Source: an optimization exercise on an open RTL-to-GDS flow (aim: small area, a short achievable clock period and few clock cycles). Production flows keep margins and buffers that such runs may drop.
The RTL was checked by simulation tests, not by an equivalence proof against the original design.

<file path="design/flow/config.mk">
export PLATFORM = sky130hd
export DESIGN_NAME = milestone1
export DESIGN_NICKNAME = milestone1
export VERILOG_FILES = /design/flow/design.v
export SDC_FILE = /design/flow/constraint.sdc
export NUM_CORES = 4
export LEC_CHECK = 0
export CAP_MARGIN = 20
export CORE_MARGIN = 2
export CORE_UTILIZATION = 40
export SLEW_MARGIN = 20
</file>
<file path="design/flow/constraint.sdc">
create_clock -name core_clock -period 12.0 [get_ports {CLOCK_50_I}]
set_input_delay 2.4000 -clock core_clock [delete_from_list [all_inputs] [get_ports {CLOCK_50_I}]]
set_output_delay 2.4000 -clock core_clock [all_outputs]
set_load 0.01 [all_outputs]
</file>
<file path="design/flow/design.v">
module milestone1 (
		input logic CLOCK_50_I,                    
		input logic resetn,                        
		input logic ena,                           
		output logic done,
		output logic [17:0] SRAM_address,
		output logic [15:0] SRAM_write_data,
		output logic SRAM_we_n,
		input  logic [15:0] SRAM_read_data
);
parameter [17:0] U_OFFSET = 18'd38400;
parameter [17:0] V_OFFSET = 18'd57600;
parameter [17:0] RGB_OFFSET = 18'd146944;
logic [17:0] even_pixel_counter;
logic [7:0] col_counter;
logic [17:0] write_address_counter;
logic [15:0] SRAM_Y;
logic [15:0] SRAM_U [1:0];
logic [15:0] SRAM_V [1:0];
logic [7:0] FIR_U [5:0];
logic [7:0] FIR_V [5:0];
logic [31:0] U_prime;
logic [31:0] V_prime;
logic [31:0] Y_CSC [1:0];
logic [31:0] red [1:0];
logic [31:0] green [1:0];
logic [31:0] blue [1:0];
logic [31:0] op1 [1:0];
logic [31:0] op2 [1:0];
logic [31:0] op3 [1:0];
logic [31:0] result1;
logic [31:0] result2;
logic [31:0] result3;
logic toggle; 
typedef enum logic [4:0] {
	S_IDLE,
	S_LI1,
	S_LI2, 
	S_LI3, 
	S_LI4, 
	S_LI5, 
	S_LI6, 
	S_LI7, 
	S_LI8, 
	S_LI9, 
	S_LI10, 
	S_LI11, 
	S_LI12, 
	S_LI13,
	S_LI14, 
	S_LI15,
	S_CC1, 
	S_CC2, 
	S_CC3, 
	S_CC4, 
	S_CC5, 
	S_CC6, 
	S_LO1,
	S_LO2, 
	S_LO3, 
	S_LO4, 
	S_LO5,
	S_LO6, 
	S_LO7, 
	S_LO8, 
	S_LO9,
	S_DONE
} state_type;
state_type state;
always_ff @ (posedge CLOCK_50_I or negedge resetn) begin
	if (~resetn) begin 
        state <= S_IDLE;                           
        even_pixel_counter <= 18'd0;                
		  col_counter <= 8'd0;
		  write_address_counter <= 18'd0;
        SRAM_address <= 18'd0;                      
        SRAM_write_data <= 16'd0;                   
        SRAM_we_n <= 1'b1;                          
        SRAM_Y <= 16'd0;
        SRAM_U[0] <= 16'd0;                        
        SRAM_U[1] <= 16'd0;                        
        SRAM_V[0] <= 16'd0;                        
        SRAM_V[1] <= 16'd0;                        
        FIR_U[0] <= 8'd0;
        FIR_U[1] <= 8'd0;
        FIR_U[2] <= 8'd0;
        FIR_U[3] <= 8'd0;
        FIR_U[4] <= 8'd0;
        FIR_U[5] <= 8'd0;
        FIR_V[0] <= 8'd0;
        FIR_V[1] <= 8'd0;
        FIR_V[2] <= 8'd0;
        FIR_V[3] <= 8'd0;
        FIR_V[4] <= 8'd0;
        FIR_V[5] <= 8'd0;
        U_prime <= 32'd0;
        V_prime <= 32'd0;
        Y_CSC[0] <= 32'd0;                         
        Y_CSC[1] <= 32'd0;                         
        red[0] <= 32'd0;                           
        red[1] <= 32'd0;                           
        green[0] <= 32'd0;                         
        green[1] <= 32'd0;                         
        blue[0] <= 32'd0;                          
        blue[1] <= 32'd0;                          
        op1[0] <= 32'd0;
        op1[1] <= 32'd0;
        op2[0] <= 32'd0;
        op2[1] <= 32'd0;
        op3[0] <= 32'd0;
        op3[1] <= 32'd0;
		  toggle <= 1'b0;
		  done <= 1'b0;
    end else begin
		SRAM_we_n <= 1'b1;  
		case(state) 
			S_IDLE: begin
				done <= 1'b0;
				state <= S_IDLE;
				if(ena == 1'b1) begin 
					state <= S_LI1;
				end
         end
			S_LI1: begin 
				state <= S_LI2;
				SRAM_address <= {1'b0, even_pixel_counter[17:1]};
				SRAM_we_n <= 1'b1;
			end
			S_LI2: begin 
				state <= S_LI3;
				SRAM_address <= {2'b00, even_pixel_counter[17:2]} + U_OFFSET;
				SRAM_we_n <= 1'b1;
			end
			S_LI3: begin 
				state <= S_LI4;
				SRAM_address <= {2'b00, even_pixel_counter[17:2]} + V_OFFSET;
				SRAM_we_n <= 1'b1;
			end
			S_LI4: begin
				state <= S_LI5;	
				SRAM_address <= {2'b00, even_pixel_counter[17:2]} + U_OFFSET + 18'd1;
				SRAM_we_n <= 1'b1;
				SRAM_Y <= SRAM_read_data;
			end
			S_LI5: begin 
				state <= S_LI6;
				SRAM_address <= {2'b00, even_pixel_counter[17:2]} + V_OFFSET + 18'd1;
				SRAM_we_n <= 1'b1;
				SRAM_U[0] <= SRAM_read_data;
			end
			S_LI6: begin
				state <= S_LI7;
				SRAM_V [0] <= SRAM_read_data;
			end
			S_LI7: begin 
				state <= S_LI8;
				SRAM_U [1] <= SRAM_read_data;
			end
			S_LI8: begin 
				state <= S_LI9;
				SRAM_V [1] <= SRAM_read_data;
			end
			S_LI9: begin
				state <= S_LI10;
				SRAM_address <= (even_pixel_counter + 18'd2) >> 1;
				SRAM_we_n <= 1'b1;
				FIR_U[0] <= SRAM_U[1][7:0];
				FIR_U[1] <= SRAM_U[1][15:8];
				FIR_U[2] <= SRAM_U[0][7:0];
				FIR_U[3] <= SRAM_U[0][15:8];
				FIR_U[4] <= SRAM_U[0][15:8];
				FIR_U[5] <= SRAM_U[0][15:8];
				FIR_V[0] <= SRAM_V[1][7:0];
				FIR_V[1] <= SRAM_V[1][15:8];
				FIR_V[2] <= SRAM_V[0][7:0];
				FIR_V[3] <= SRAM_V[0][15:8];
				FIR_V[4] <= SRAM_V[0][15:8];
				FIR_V[5] <= SRAM_V[0][15:8];
				op1[0] <= {{24{1'b0}}, SRAM_Y[15:8]} - 32'd16; 
				op1[1] <= 32'd76284;
			end
			S_LI10: begin 
				state <= S_LI11;
				if(toggle == 1'b0) begin 
					SRAM_address <= ((even_pixel_counter + 18'd8) >> 2) + U_OFFSET;
					SRAM_we_n <= 1'b1;
				end else begin 
					SRAM_address <= ((even_pixel_counter + 18'd2) >> 2) + U_OFFSET;
					SRAM_we_n <= 1'b1;
				end
				Y_CSC[0] <= result1; 
				op1[0] <= {{24{1'b0}}, SRAM_Y[7:0]} - 32'd16; 
				op1[1] <= 23'd76284;
				green[1] <= green[1] - result2; 
				op2[0] <= {{23{1'b0}}, {1'b0, FIR_U[0]} + {1'b0, FIR_U[5]}};  
				op2[1] <= 32'd21;
				op3[0] <= {{23{1'b0}}, {1'b0, FIR_V[0]} + {1'b0, FIR_V[5]}};  
				op3[1] <= 32'd21;
			end
			S_LI11: begin 
				state <= S_LI12;
				if(toggle == 1'b0) begin 
					SRAM_address <= ((even_pixel_counter + 18'd8) >> 2) + V_OFFSET;
					SRAM_we_n <= 1'b1;
				end else begin 
					SRAM_address <=  ((even_pixel_counter + 18'd2) >> 2) + V_OFFSET;
					SRAM_we_n <= 1'b1;
				end
				op1[0] <= {{24{1'b0}}, SRAM_V[0][15:8]} - 32'd128;
				op1[1] <= 32'd104595;
				Y_CSC[1] <= result1; 
				op2[0] <= {{23{1'b0}}, {1'b0, FIR_U[1]} + {1'b0, FIR_U[4]}};  
				op2[1] <= 32'd52;
				U_prime <= 32'd128 + result2;
				op3[0] <= {{23{1'b0}}, {1'b0, FIR_V[1]} + {1'b0, FIR_V[4]}};  
				op3[1] <= 32'd52;
				V_prime <= 32'd128 + result3;
			end
			S_LI12: begin 
				state <= S_LI13;
				SRAM_Y <= SRAM_read_data;
				op1[0] <= {{24{1'b0}}, {SRAM_U[0][15:8]}} - 32'd128;
				op1[1] <= 32'd25624;
				red[0] <= Y_CSC[0] + result1;
				op2[0] <= {{23{1'b0}}, {1'b0, FIR_U[2]} + {1'b0, FIR_U[3]}};  
				op2[1] <= 32'd159;
				U_prime <= U_prime - result2;
				op3[0] <= {{23{1'b0}}, {1'b0, FIR_V[2]} + {1'b0, FIR_V[3]}};  
				op3[1] <= 32'd159;
				V_prime <= V_prime - result3;
			end
			S_LI13: begin
				state <= S_LI14;
				if(toggle == 1'b0) begin 
					SRAM_U[1] <= SRAM_read_data;
				end else begin 
					SRAM_U[0] <= SRAM_read_data;
				end
				op1[0] <= {{24{1'b0}}, SRAM_V[0][15:8]} - 32'd128;
				op1[1] <= 32'd53281;
				op2[0] <= {{24{1'b0}}, SRAM_U[0][15:8]} - 32'd128;
				op2[1] <= 32'd132251;
				green[0] <= Y_CSC[0] - result1;
				U_prime <= U_prime + result2;
				V_prime <= V_prime + result3;
			end
			S_LI14: begin
				state <= S_LI15;
				if(toggle == 1'b0) begin 
					SRAM_V[1] <= SRAM_read_data;
				end else begin 
					SRAM_V[0] <= SRAM_read_data;
				end
				green[0] <= green[0] - result1;
				blue[0] <= Y_CSC[0] + result2;
				op1[0] <= {{8{V_prime[31]}}, V_prime[31:8]} - 32'd128;
				op1[1] <= 32'd104595;
				op2[0] <= {{8{U_prime[31]}}, U_prime[31:8]} - 32'd128;
				op2[1] <= 32'd25624;
				op3[0] <= {{8{U_prime[31]}}, U_prime[31:8]} - 32'd128;
				op3[1] <= 32'd132251;
				if(toggle == 1'b0) begin 
					SRAM_U[0] <= {SRAM_U[0][7:0], 8'b0};
					SRAM_V[0] <= {SRAM_V[0][7:0], 8'b0};
				end else begin 
					SRAM_U[1] <= {SRAM_U[1][7:0], 8'b0};
					SRAM_V[1] <= {SRAM_V[1][7:0], 8'b0};
				end
			end
			S_LI15: begin 
				state <= S_CC1;
				SRAM_address <= (even_pixel_counter + 18'd4) >> 1;
				SRAM_we_n <= 1'b1;
				op1[0] <= {{24{1'b0}}, SRAM_Y[15:8]} - 32'd16; 
				op1[1] <= 32'd76284;
				op2[0] <= {{8{V_prime[31]}}, V_prime[31:8]} - 32'd128;
				op2[1] <= 32'd53281;
				red[1] <= Y_CSC[1] +  result1;
				green [1] <= Y_CSC[1] - result2;
				blue[1] <= Y_CSC[1] + result3;
				FIR_U[0] <= SRAM_U[1][15:8];     
           	FIR_U[1] <= FIR_U[0];        
   			FIR_U[2] <= FIR_U[1];        
				FIR_U[3] <= FIR_U[2];        
				FIR_U[4] <= FIR_U[3];        
            FIR_U[5] <= FIR_U[4];        
				FIR_V[0] <= SRAM_V[1][15:8];     
            FIR_V[1] <= FIR_V[0];        
            FIR_V[2] <= FIR_V[1];        
            FIR_V[3] <= FIR_V[2];        
         	FIR_V[4] <= FIR_V[3];        
         	FIR_V[5] <= FIR_V[4];        
				toggle <= ~toggle;
				even_pixel_counter <= even_pixel_counter + 18'd2;
				col_counter <= col_counter + 8'd1;
			end
			S_CC1: begin 
				state <= S_CC2;
				if(toggle == 1'b0) begin 
					SRAM_address <= ((even_pixel_counter + 18'd8) >> 2) + U_OFFSET;
					SRAM_we_n <= 1'b1;
				end else begin 
					SRAM_address <= ((even_pixel_counter + 18'd2) >> 2) + U_OFFSET;
					SRAM_we_n <= 1'b1;
				end
				Y_CSC[0] <= result1;  
				op1[0] <= {{24{1'b0}}, SRAM_Y[7:0]} - 32'd16;  
				op1[1] <= 23'd76284;
				green[1] <= green[1] - result2;  
				op2[0] <= {{23{1'b0}}, {1'b0, FIR_U[0]} + {1'b0, FIR_U[5]}};  
				op2[1] <= 32'd21;
				op3[0] <= {{23{1'b0}}, {1'b0, FIR_V[0]} + {1'b0, FIR_V[5]}};  
				op3[1] <= 32'd21;
			end
			S_CC2: begin 
				state <= S_CC3;
				if(toggle == 1'b0) begin 
					SRAM_address <= ((even_pixel_counter + 18'd8) >> 2) + V_OFFSET;
					SRAM_we_n <= 1'b1;
				end else begin 
					SRAM_address <=  ((even_pixel_counter + 18'd2) >> 2) + V_OFFSET;
					SRAM_we_n <= 1'b1;
				end
				op1[0] <= {{24{1'b0}}, SRAM_V[0][15:8]} - 32'd128;
				op1[1] <= 32'd104595;
				Y_CSC[1] <= result1;  
				op2[0] <= {{23{1'b0}}, {1'b0, FIR_U[1]} + {1'b0, FIR_U[4]}};  
				op2[1] <= 32'd52;
				U_prime <= 32'd128 + result2;
				op3[0] <= {{23{1'b0}}, {1'b0, FIR_V[1]} + {1'b0, FIR_V[4]}};  
				op3[1] <= 32'd52;
				V_prime <= 32'd128 + result3;
			end
			S_CC3: begin 
				state <= S_CC4;
				SRAM_address <= write_address_counter + RGB_OFFSET;
				SRAM_write_data <= { 
					 (red[0][31] == 1) ? 8'd0 :             
					 (red[0][31:24] != 8'd0) ? 8'd255 :     
					  red[0][23:16],                        
					 (green[0][31] == 1) ? 8'd0 :              
					 (green[0][31:24] != 8'd0) ? 8'd255 :      
					  green[0][23:16]                          
				};
				SRAM_we_n <= 1'b0;
				SRAM_Y <= SRAM_read_data;
				op1[0] <= {{24{1'b0}}, {SRAM_U[0][15:8]}} - 32'd128;
				op1[1] <= 32'd25624;
				red[0] <= Y_CSC[0] + result1;
				op2[0] <= {{23{1'b0}}, {1'b0, FIR_U[2]} + {1'b0, FIR_U[3]}};  
				op2[1] <= 32'd159;
				U_prime <= U_prime - result2;
				op3[0] <= {{23{1'b0}}, {1'b0, FIR_V[2]} + {1'b0, FIR_V[3]}};  
				op3[1] <= 32'd159;
				V_prime <= V_prime - result3;
			end
			S_CC4: begin
				state <= S_CC5;
				SRAM_address <= write_address_counter + RGB_OFFSET + 18'd1;
				SRAM_write_data <= { 
					 (blue[0][31] == 1) ? 8'd0 :            
					 (blue[0][31:24] != 8'd0) ? 8'd255 :    
					  blue[0][23:16],                       
					 (red[1][31] == 1) ? 8'd0 :             
					 (red[1][31:24] != 8'd0) ? 8'd255 :     
					  red[1][23:16]                         
				};
				SRAM_we_n <= 1'b0;
				if(toggle == 1'b0) begin 
					SRAM_U[1] <= SRAM_read_data;
				end else begin 
					SRAM_U[0] <= SRAM_read_data;
				end
				op1[0] <= {{24{1'b0}}, SRAM_V[0][15:8]} - 32'd128;
				op1[1] <= 32'd53281;
				op2[0] <= {{24{1'b0}}, SRAM_U[0][15:8]} - 32'd128;
				op2[1] <= 32'd132251;
				green[0] <= Y_CSC[0] - result1;
				U_prime <= U_prime + result2;
				V_prime <= V_prime + result3;
			end
			S_CC5: begin
				state <= S_CC6;
				SRAM_address <= write_address_counter + RGB_OFFSET + 18'd2;
				SRAM_write_data <= { 
					(green[1][31] == 1) ? 8'd0 :            
					(green[1][31:24] != 8'b0) ? 8'd255 :    
					 green[1][23:16],                       
					(blue[1][31] == 1) ? 8'd0 :             
					(blue[1][31:24] != 8'b0) ? 8'd255 :     
					 blue[1][23:16]                         
				};
				SRAM_we_n <= 1'b0;
				if(toggle == 1'b0) begin 
					SRAM_V[1] <= SRAM_read_data;
				end else begin 
					SRAM_V[0] <= SRAM_read_data;
				end
				green[0] <= green[0] - result1;
				blue[0] <= Y_CSC[0] + result2;
				op1[0] <= {{8{V_prime[31]}}, V_prime[31:8]} - 32'd128;
				op1[1] <= 32'd104595;
				op2[0] <= {{8{U_prime[31]}}, U_prime[31:8]} - 32'd128;
				op2[1] <= 32'd25624;
				op3[0] <= {{8{U_prime[31]}}, U_prime[31:8]} - 32'd128;
				op3[1] <= 32'd132251;
				if(toggle == 1'b0) begin 
					SRAM_U[0] <= {SRAM_U[0][7:0], 8'b0};
					SRAM_V[0] <= {SRAM_V[0][7:0], 8'b0};
				end else begin 
					SRAM_U[1] <= {SRAM_U[1][7:0], 8'b0};
					SRAM_V[1] <= {SRAM_V[1][7:0], 8'b0};
				end
			end
			S_CC6: begin 
				state <= S_CC1;
				col_counter <= col_counter + 8'd1;
				SRAM_address <= (even_pixel_counter + 18'd4) >> 1;
				SRAM_we_n <= 1'b1;
				op1[0] <= {{24{1'b0}}, SRAM_Y[15:8]} - 32'd16; 
				op1[1] <= 32'd76284;
				op2[0] <= {{8{V_prime[31]}}, V_prime[31:8]} - 32'd128;
				op2[1] <= 32'd53281;
				red[1] <= Y_CSC[1] +  result1;
				green [1] <= Y_CSC[1] - result2;
				blue[1] <= Y_CSC[1] + result3;
				FIR_U[0] <= SRAM_U[1][15:8];     
           	FIR_U[1] <= FIR_U[0];        
   			FIR_U[2] <= FIR_U[1];        
				FIR_U[3] <= FIR_U[2];        
				FIR_U[4] <= FIR_U[3];        
            FIR_U[5] <= FIR_U[4];        
				FIR_V[0] <= SRAM_V[1][15:8];     
            FIR_V[1] <= FIR_V[0];        
            FIR_V[2] <= FIR_V[1];        
            FIR_V[3] <= FIR_V[2];        
         	FIR_V[4] <= FIR_V[3];        
         	FIR_V[5] <= FIR_V[4];        
				toggle <= ~toggle;
				write_address_counter <= write_address_counter + 18'd3;
				if(col_counter == 8'd155) begin 
					state <= S_LO1; 
				end
				if(even_pixel_counter == 74240) begin 
					state <= S_DONE;
				end else begin
					even_pixel_counter <= even_pixel_counter + 18'd2;
				end
			end
			S_LO1: begin 
				state <= S_LO2;
				if(toggle == 1'b0) begin 
					SRAM_address <= ((even_pixel_counter + 18'd8) >> 2) + U_OFFSET;
					SRAM_we_n <= 1'b1;
				end else begin 
					SRAM_address <= ((even_pixel_counter + 18'd2) >> 2) + U_OFFSET;
					SRAM_we_n <= 1'b1;
				end
				Y_CSC[0] <= result1;  
				op1[0] <= {{24{1'b0}}, SRAM_Y[7:0]} - 32'd16;  
				op1[1] <= 23'd76284;
				green[1] <= green[1] - result2;  
				op2[0] <= {{23{1'b0}}, {1'b0, FIR_U[0]} + {1'b0, FIR_U[5]}};  
				op2[1] <= 32'd21;
				op3[0] <= {{23{1'b0}}, {1'b0, FIR_V[0]} + {1'b0, FIR_V[5]}};  
				op3[1] <= 32'd21;
			end
			S_LO2: begin 
				state <= S_LO3;
				if(toggle == 1'b0) begin 
					SRAM_address <= ((even_pixel_counter + 18'd8) >> 2) + V_OFFSET;
					SRAM_we_n <= 1'b1;
				end else begin 
					SRAM_address <=  ((even_pixel_counter + 18'd2) >> 2) + V_OFFSET;
					SRAM_we_n <= 1'b1;
				end
				op1[0] <= {{24{1'b0}}, SRAM_V[0][15:8]} - 32'd128;
				op1[1] <= 32'd104595;
				Y_CSC[1] <= result1;  
				op2[0] <= {{23{1'b0}}, {1'b0, FIR_U[1]} + {1'b0, FIR_U[4]}};  
				op2[1] <= 32'd52;
				U_prime <= 32'd128 + result2;
				op3[0] <= {{23{1'b0}}, {1'b0, FIR_V[1]} + {1'b0, FIR_V[4]}};  
				op3[1] <= 32'd52;
				V_prime <= 32'd128 + result3;
			end
			S_LO3: begin 
				state <= S_LO4;
				SRAM_address <= write_address_counter + RGB_OFFSET;
				SRAM_write_data <= { 
					 (red[0][31] == 1) ? 8'd0 :             
					 (red[0][31:24] != 8'd0) ? 8'd255 :     
					  red[0][23:16],                        
					 (green[0][31] == 1) ? 8'd0 :              
					 (green[0][31:24] != 8'd0) ? 8'd255 :      
					  green[0][23:16]                          
				};
				SRAM_we_n <= 1'b0;
				SRAM_Y <= SRAM_read_data;
				op1[0] <= {{24{1'b0}}, {SRAM_U[0][15:8]}} - 32'd128;
				op1[1] <= 32'd25624;
				red[0] <= Y_CSC[0] + result1;
				op2[0] <= {{23{1'b0}}, {1'b0, FIR_U[2]} + {1'b0, FIR_U[3]}};  
				op2[1] <= 32'd159;
				U_prime <= U_prime - result2;
				op3[0] <= {{23{1'b0}}, {1'b0, FIR_V[2]} + {1'b0, FIR_V[3]}};  
				op3[1] <= 32'd159;
				V_prime <= V_prime - result3;
			end
			S_LO4: begin
				state <= S_LO5;
				SRAM_address <= write_address_counter + RGB_OFFSET + 18'd1;
				SRAM_write_data <= { 
					 (blue[0][31] == 1) ? 8'd0 :            
					 (blue[0][31:24] != 8'd0) ? 8'd255 :    
					  blue[0][23:16],                       
					 (red[1][31] == 1) ? 8'd0 :             
					 (red[1][31:24] != 8'd0) ? 8'd255 :     
					  red[1][23:16]                         
				};
				SRAM_we_n <= 1'b0;
				if(toggle == 1'b0) begin 
					SRAM_U[1] <= SRAM_read_data;
				end else begin 
					SRAM_U[0] <= SRAM_read_data;
				end
				op1[0] <= {{24{1'b0}}, SRAM_V[0][15:8]} - 32'd128;
				op1[1] <= 32'd53281;
				op2[0] <= {{24{1'b0}}, SRAM_U[0][15:8]} - 32'd128;
				op2[1] <= 32'd132251;
				green[0] <= Y_CSC[0] - result1;
				U_prime <= U_prime + result2;
				V_prime <= V_prime + result3;
			end
			S_LO5: begin
				state <= S_LO6;
				SRAM_address <= write_address_counter + RGB_OFFSET + 18'd2;
				SRAM_write_data <= { 
					(green[1][31] == 1) ? 8'd0 :            
					(green[1][31:24] != 8'b0) ? 8'd255 :    
					 green[1][23:16],                       
					(blue[1][31] == 1) ? 8'd0 :             
					(blue[1][31:24] != 8'b0) ? 8'd255 :     
					 blue[1][23:16]                         
				};
				SRAM_we_n <= 1'b0;
				if(toggle == 1'b0) begin 
					SRAM_V[1] <= SRAM_read_data;
				end else begin 
					SRAM_V[0] <= SRAM_read_data;
				end
				green[0] <= green[0] - result1;
				blue[0] <= Y_CSC[0] + result2;
				op1[0] <= {{8{V_prime[31]}}, V_prime[31:8]} - 32'd128;
				op1[1] <= 32'd104595;
				op2[0] <= {{8{U_prime[31]}}, U_prime[31:8]} - 32'd128;
				op2[1] <= 32'd25624;
				op3[0] <= {{8{U_prime[31]}}, U_prime[31:8]} - 32'd128;
				op3[1] <= 32'd132251;
				if(toggle == 1'b0) begin 
					SRAM_U[0] <= {SRAM_U[0][7:0], 8'b0};
					SRAM_V[0] <= {SRAM_V[0][7:0], 8'b0};
				end else begin 
					SRAM_U[1] <= {SRAM_U[1][7:0], 8'b0};
					SRAM_V[1] <= {SRAM_V[1][7:0], 8'b0};
				end
			end
			S_LO6: begin 
				state <= S_LO1;
				SRAM_address <= (even_pixel_counter + 18'd4) >> 1;
				SRAM_we_n <= 1'b1;
				op1[0] <= {{24{1'b0}}, SRAM_Y[15:8]} - 32'd16; 
				op1[1] <= 32'd76284;
				op2[0] <= {{8{V_prime[31]}}, V_prime[31:8]} - 32'd128;
				op2[1] <= 32'd53281;
				red[1] <= Y_CSC[1] +  result1;
				green [1] <= Y_CSC[1] - result2;
				blue[1] <= Y_CSC[1] + result3;
				FIR_U[0] <= FIR_U[0];        
           	FIR_U[1] <= FIR_U[0];        
   			FIR_U[2] <= FIR_U[1];        
				FIR_U[3] <= FIR_U[2];        
				FIR_U[4] <= FIR_U[3];        
            FIR_U[5] <= FIR_U[4];        
				FIR_V[0] <= FIR_V[0];     
            FIR_V[1] <= FIR_V[0];        
            FIR_V[2] <= FIR_V[1];        
            FIR_V[3] <= FIR_V[2];        
         	FIR_V[4] <= FIR_V[3];        
         	FIR_V[5] <= FIR_V[4];        
				toggle <= ~toggle;
				write_address_counter <= write_address_counter + 18'd3;
				if(col_counter == 8'd159) begin 
					state <= S_LO7;
					col_counter <= 8'd0;
				end else begin 
					col_counter <= col_counter + 8'd1;
				end
				if(even_pixel_counter < 18'd76798) begin 
					even_pixel_counter <= even_pixel_counter + 18'd2;
				end
			end
			S_LO7: begin 
				state  <= S_LO8;
				SRAM_address <= write_address_counter + RGB_OFFSET;
				SRAM_write_data <= { 
					 (red[0][31] == 1) ? 8'd0 :             
					 (red[0][31:24] != 8'd0) ? 8'd255 :     
					  red[0][23:16],                        
					 (green[0][31] == 1) ? 8'd0 :              
					 (green[0][31:24] != 8'd0) ? 8'd255 :      
					  green[0][23:16]                          
				};
				SRAM_we_n <= 1'b0;
				green [1] <= green[1] - result2;
			end
			S_LO8: begin 
				state  <= S_LO9;
				SRAM_address <= write_address_counter + RGB_OFFSET + 18'd1;
				SRAM_write_data <= { 
					 (blue[0][31] == 1) ? 8'd0 :            
					 (blue[0][31:24] != 8'd0) ? 8'd255 :    
					  blue[0][23:16],                       
					 (red[1][31] == 1) ? 8'd0 :             
					 (red[1][31:24] != 8'd0) ? 8'd255 :     
					  red[1][23:16]                         
				};
				SRAM_we_n <= 1'b0;
			end
			S_LO9: begin 
				state  <= S_LI1;
				write_address_counter <= write_address_counter + 18'd3;
				SRAM_address <= write_address_counter + RGB_OFFSET + 18'd2;
				SRAM_write_data <= { 
					(green[1][31] == 1) ? 8'd0 :            
					(green[1][31:24] != 8'b0) ? 8'd255 :    
					 green[1][23:16],                       
					(blue[1][31] == 1) ? 8'd0 :             
					(blue[1][31:24] != 8'b0) ? 8'd255 :     
					 blue[1][23:16]                         
				};
				SRAM_we_n <= 1'b0;
				if(even_pixel_counter == 18'd76798) begin 
					state <= S_DONE;
				end
			end
			S_DONE: begin 
				done <= 1'b1;
				if(ena == 1'b0) begin 
					state <= S_IDLE;
				end
			end
		endcase 
	end
end
logic [63:0] temp_result1;
logic [63:0] temp_result2;
logic [63:0] temp_result3;
always_comb begin
	temp_result1 = 64'd0;
	temp_result2 = 64'd0;
	temp_result3 = 64'd0;
	result1 = 32'd0;	
	result2 = 32'd0;	
	result3 = 32'd0;	
	if (~resetn) begin 
      result1 = 32'd0;
      result2 = 32'd0;
      result3 = 32'd0;
   end else if (state != S_IDLE) begin 
      temp_result1 = op1[0] * op1[1];
      temp_result2 = op2[0] * op2[1];
      temp_result3 = op3[0] * op3[1];
      result1 = temp_result1[31:0];
      result2 = temp_result2[31:0];
      result3 = temp_result3[31:0];
   end
end
endmodule
</file>
<file path="design/flow/run.sh">
#!/bin/bash
# synth_recipe.tcl (not shown) runs the flow's synth.tcl, then flattens the netlist and writes it again
# the make line also repeats each setting of config.mk as NAME=value (left out here)
make -C /OpenROAD-flow-scripts/flow DESIGN_CONFIG=/design/flow/config.mk WORK_HOME=/design/flow/orfs CLKGATE_MAP_FILE= SYNTH_SCRIPT=/design/flow/synth_recipe.tcl finish
</file>
==> Implementation_results.wiki <==
{| class="wikitable"
! Metric !! Value
|-
| Result of the run || complete, no violations
|-
| Maximum number of pins on one net before global-route repair || between 150 and 200
|-
| Worst Setup Slack post-DPL || 1720 ps
|-
| Source-to-sink clock delay at the later pin of the worst-skew pair || 710 ps
|-
| Max clock buf depth || 3
|-
| Number of global-route vias before repair || 61359
|-
| Share of the yosys chip area belonging to registers || 20.8%
|-
| EDFF count, synth || 0
|-
| Wire length of the first global-routing pass || between 300000 and 400000 um
|-
| Post-CTS clock slew at the launch and capture registers of the worst setup and hold paths || about 70 ps
|-
| Unrepaired setup endpoints after global routing || no
|-
| Total standard cell area after synthesis || 74300 um^2
|-
| Type of the worst setup path || flop to flop
|-
| Setup Viol. Count Final || 0
|-
| Average wire length per cell after detail routing || 22.0 um
|-
| Hold path start || blue[0][18]$_DFFE_PN0N_
|-
| Worst flop-to-flop path startpoint || op3[1][7]$_DFFE_PN0P_
|-
| Count of cells resized by post-cts repair || 0
|-
| Final worst path period share || 87.7%
|-
| Yosys reg bits || 618
|-
| Unique cell type count in the Yosys netlist || 117
|-
| Clock tree sinks || 618
|-
| Number of DRC violations after detailed routing || 0
|-
| FFs w/ async S/R, synth || 100%
|-
| CP startpoint kind || flop
|-
| TritonCTS clock tree || yes
|-
| Headroom to the max-slew limit || 22.5%
|-
| Total of hold buffers inserted after clock tree synthesis || 0
|-
| Routability-driven placement congestion ratio || between 0.9 and 1
|-
| Setup TNS after final layout || 0 ps
|-
| Number of I/O port buffers || between 50 and 60
|-
| Cell at the slowest stage of the critical path || dfrtp_1
|-
| Dominant synthesized flop cell || dfrtp_1
|-
| Drt total wl || 240000 um
|-
| Maximum fanout count along the critical path || 27
|-
| Number of placement rows || 158
|-
| Deepest level of the CTS H-tree || 3
|-
| Count of final max-slew check failures || 0
|-
| Total core area || 185000 um^2
|-
| Maximum cell stage delay along the critical path || 850 ps
|-
| Cell at the root of the clock tree || clkbuf_16
|-
| Highest achievable clock rate || about 95 MHz
|-
| Overall track demand over capacity in global routing || 25.1%
|-
| Clock tree skew after final layout || 58.4 ps
|-
| Count of yosys warnings during synthesis || 12
|-
| Endpoint required time on the critical path || 12590 ps
|-
| Number of nets in the synthesized netlist || 10052
|-
| Capturing element type of the critical path || flop
|-
| Post-CTS setup-driven buffer insertion count || 0
|-
| Critical path launch point || op3[1][7]$_DFFE_PN0P_
|-
| Half-perimeter wire length after placement || between 150000 and 200000 um
|-
| GRT Residual Overflow || 0
|-
| Share of final-layout standard cells stronger than drive strength 1 || about 4.6%
|-
| Number of vias per cell || 5.59
|-
| Core occupancy in the finished layout || 43.5%
|-
| Endpoint arrival time on the critical path || 11110 ps
|-
| Max-Cap Viols || 0
|-
| Worst Max-Slew Pin Slew || 1150 ps
|-
| Avg Synthesized Cell Area || 8.73 um^2
|-
| Antenna Violating Nets Remaining || 0
|-
| Final hold violation count || 0
|-
| X dimension of the die || 435 um
|-
| Number of standard cells after synthesis || 8514
|-
| Layout Area Growth over Synthesis || 8.22%
|-
| Number of antenna violations at the first check in global routing || 12
|-
| # nets final || around 9900
|-
| Final Worst Setup Slack || 1480 ps
|-
| Die Outline Area || 189000 um^2
|-
| Via count of the routed design || 61070
|-
| Die Y-Extent || approximately 440 um
|-
| Violation count after the first detailed-routing iteration || 5143
|-
| Total CTS buffers || 77
|-
| Num ports || 55
|-
| Initial cell density of the core || 40.2%
|-
| Fin crit period || 10520 ps
|-
| Worst min path class || flop to flop
|-
| First-pass DRT Iterations || 6
|}
[cell usage after synthesis, drive strengths merged (15+ instances only)]
| library cell | count | area share (%) |
|---|---|---|
| and3 | 44 | 0.37 |
| dfrtp | 617 | 21 |
| a211o | 22 | 0.26 |
| o21bai | 35 | 0.36 |
| a221oi | 19 | 0.24 |
| or3 | 46 | 0.40 |
| buf | 58 | 0.34 |
| xor2 | 175 | 2.1 |
| o2111ai | 16 | 0.20 |
| a21o | 145 | 1.5 |
| a21oi | 372 | 2.5 |
| nand3b | 16 | 0.16 |
| nand2 | 1050 | 5.3 |
| fa | 677 | 18 |
| o211ai | 45 | 0.46 |
| inv | 1043 | 5.3 |
| o22a | 19 | 0.22 |
| nand4 | 38 | 0.33 |
| nor2 | 470 | 2.4 |
| nand2b | 68 | 0.58 |
| nor4 | 42 | 0.42 |
| nand3 | 150 | 1.0 |
| o221ai | 36 | 0.42 |
| ha | 842 | 14 |
| a31oi | 67 | 0.58 |
| xnor2 | 353 | 4.2 |
| nor3 | 126 | 0.88 |
| a211oi | 62 | 0.65 |
| a22oi | 84 | 0.85 |
| o22ai | 42 | 0.35 |
| o21ai | 487 | 3.3 |
| o31ai | 48 | 0.50 |
| mux2 | 47 | 0.71 |
| or2 | 15 | 0.13 |
| a2111oi | 16 | 0.20 |
| mux2i | 41 | 0.58 |
| and2 | 430 | 3.6 |
| clkbuf | 307 | 1.6 |
| a221o | 59 | 0.79 |
| o21a | 64 | 0.65 |
| nor2b | 52 | 0.44 |
[sequential cells by signal, summed over array words and instances, names as in the netlist, 34 cells and up]
signal,cells
op2,36
FIR_U,48
green,64
FIR_V,48
op1,34
Y_CSC,64
[critical path: cells and delay by family (launching register included)]
kind / cells / cell delay, ps
adders and majority gates: 10 / 4010
xor gates and xnor gates: 3 / 510
and+or+nand+nor: 7 / 1700
AOI/OAI and AO/OA: 13 / 2900
DFF: 1 / 850
buffers and inverters: 5 / 440
[worst paths after layout]
path | end | slack (ps) | depth (start not counted)
worst max-delay path | V_prime[31]$_DFFE_PN0P_ | 1480 | 38
worst min-delay path | blue[0][18]$_DFFE_PN0N_ | 470 | 2
worst max register to register | V_prime[31]$_DFFE_PN0P_ | 1480 | 38
worst min register to register | blue[0][18]$_DFFE_PN0N_ | 470 | 2
max in group asynchronous | Y_CSC[1][30]$_DFFE_PN0N_ | 7530 | 5
min in group asynchronous | op1[1][14]$_DFFE_PN0P_ | 1710 | 1
[layout by cell type (no fill, tap or decap), types with 62 or more instances in the layout]
cell type  instances
xnor2_1          352
nor3_1           119
a22oi_1           84
nand2b_1          67
dfrtp_1          616
a31oi_1           66
xor2_1           175
a21oi_1          365
o21ai_0          460
buf_4             99
nor2_1           456
ha_1             842
clkbuf_16         77
a21o_1           145
fa_1             677
nand2_1         1045
nand3_1          150
o21a_1            62
and2_1           428
inv_1           1040
[stage by stage]
stage                     hold WS, ps  instance area [um^2]  instances
after floorplan                   433                 74300       8514
after global placement            446                 77600      10784
after detailed placement          454                 77600      10784
after CTS                         467                 80400      10922
after global routing              487                 80400      10925
final                             467                 80500      10930
[cell families (layout without fill, tap and decap cells)]
family	count (synthesis)	in the layout	share of synthesized area, %
buf+inv	1410	1340	7.17
compound gates	1751	1751	15.5
mux	88	88	1.30
fa+ha+maj	1519	1519	32.4
flops	618	618	20.8
other cells	0	6	0
xor+xnor	528	528	6.22
simple gates	2600	2600	16.7
[metal layers]
layer  GRT usage, %  routed length (um)  up-vias
met3           3.66               14800      395
li1               -                   -    28424
met2           40.7              111000     1976
met4           8.90                9180       10
met5              0                  69        -
met1           34.1              105000    30265
[cell type report]
class                      instances  area, um^2
timing repair buffer             157        1380
multi-input combinational       6486       53800
clock buffer                     107        2220
sequential                       618       15500
fill                           18332      105000
tap                             2480        3100
antenna                            6        15.0
inverter                        1045        3920
clock inverter                    31         574
Testbench counts, summed over its fixed seeds: cycles 933,132.

[afterwards: timing with drivers on the ports]
Ports are ideal in the flow. The routed layout listed here was re-timed in OpenROAD. Step 1, drivers: a clkbuf_16 drives CLOCK_50_I and a buf_2 each remaining input, both assumed. Step 2 adds t to the input delays and takes it off the output delays; t is the mean of the earliest and latest rising clock arrival at the registers after step 1. Input paths then give back, and output paths get back, about the clock's delay inside the block. a / b / c = no drivers / after step 1 / after step 2; a / b = the first two.
t, ns: 0.762
setup WS [ns]: 1.478 / 1.478 / 1.478
worst setup path at the end: register to register
worst data-port slew with drivers (ns): 0.14
After both steps setup and hold are still met in this run. For this run, drivers alone change the setup slack by 0.000 ns; drivers and shift together by 0.000 ns.
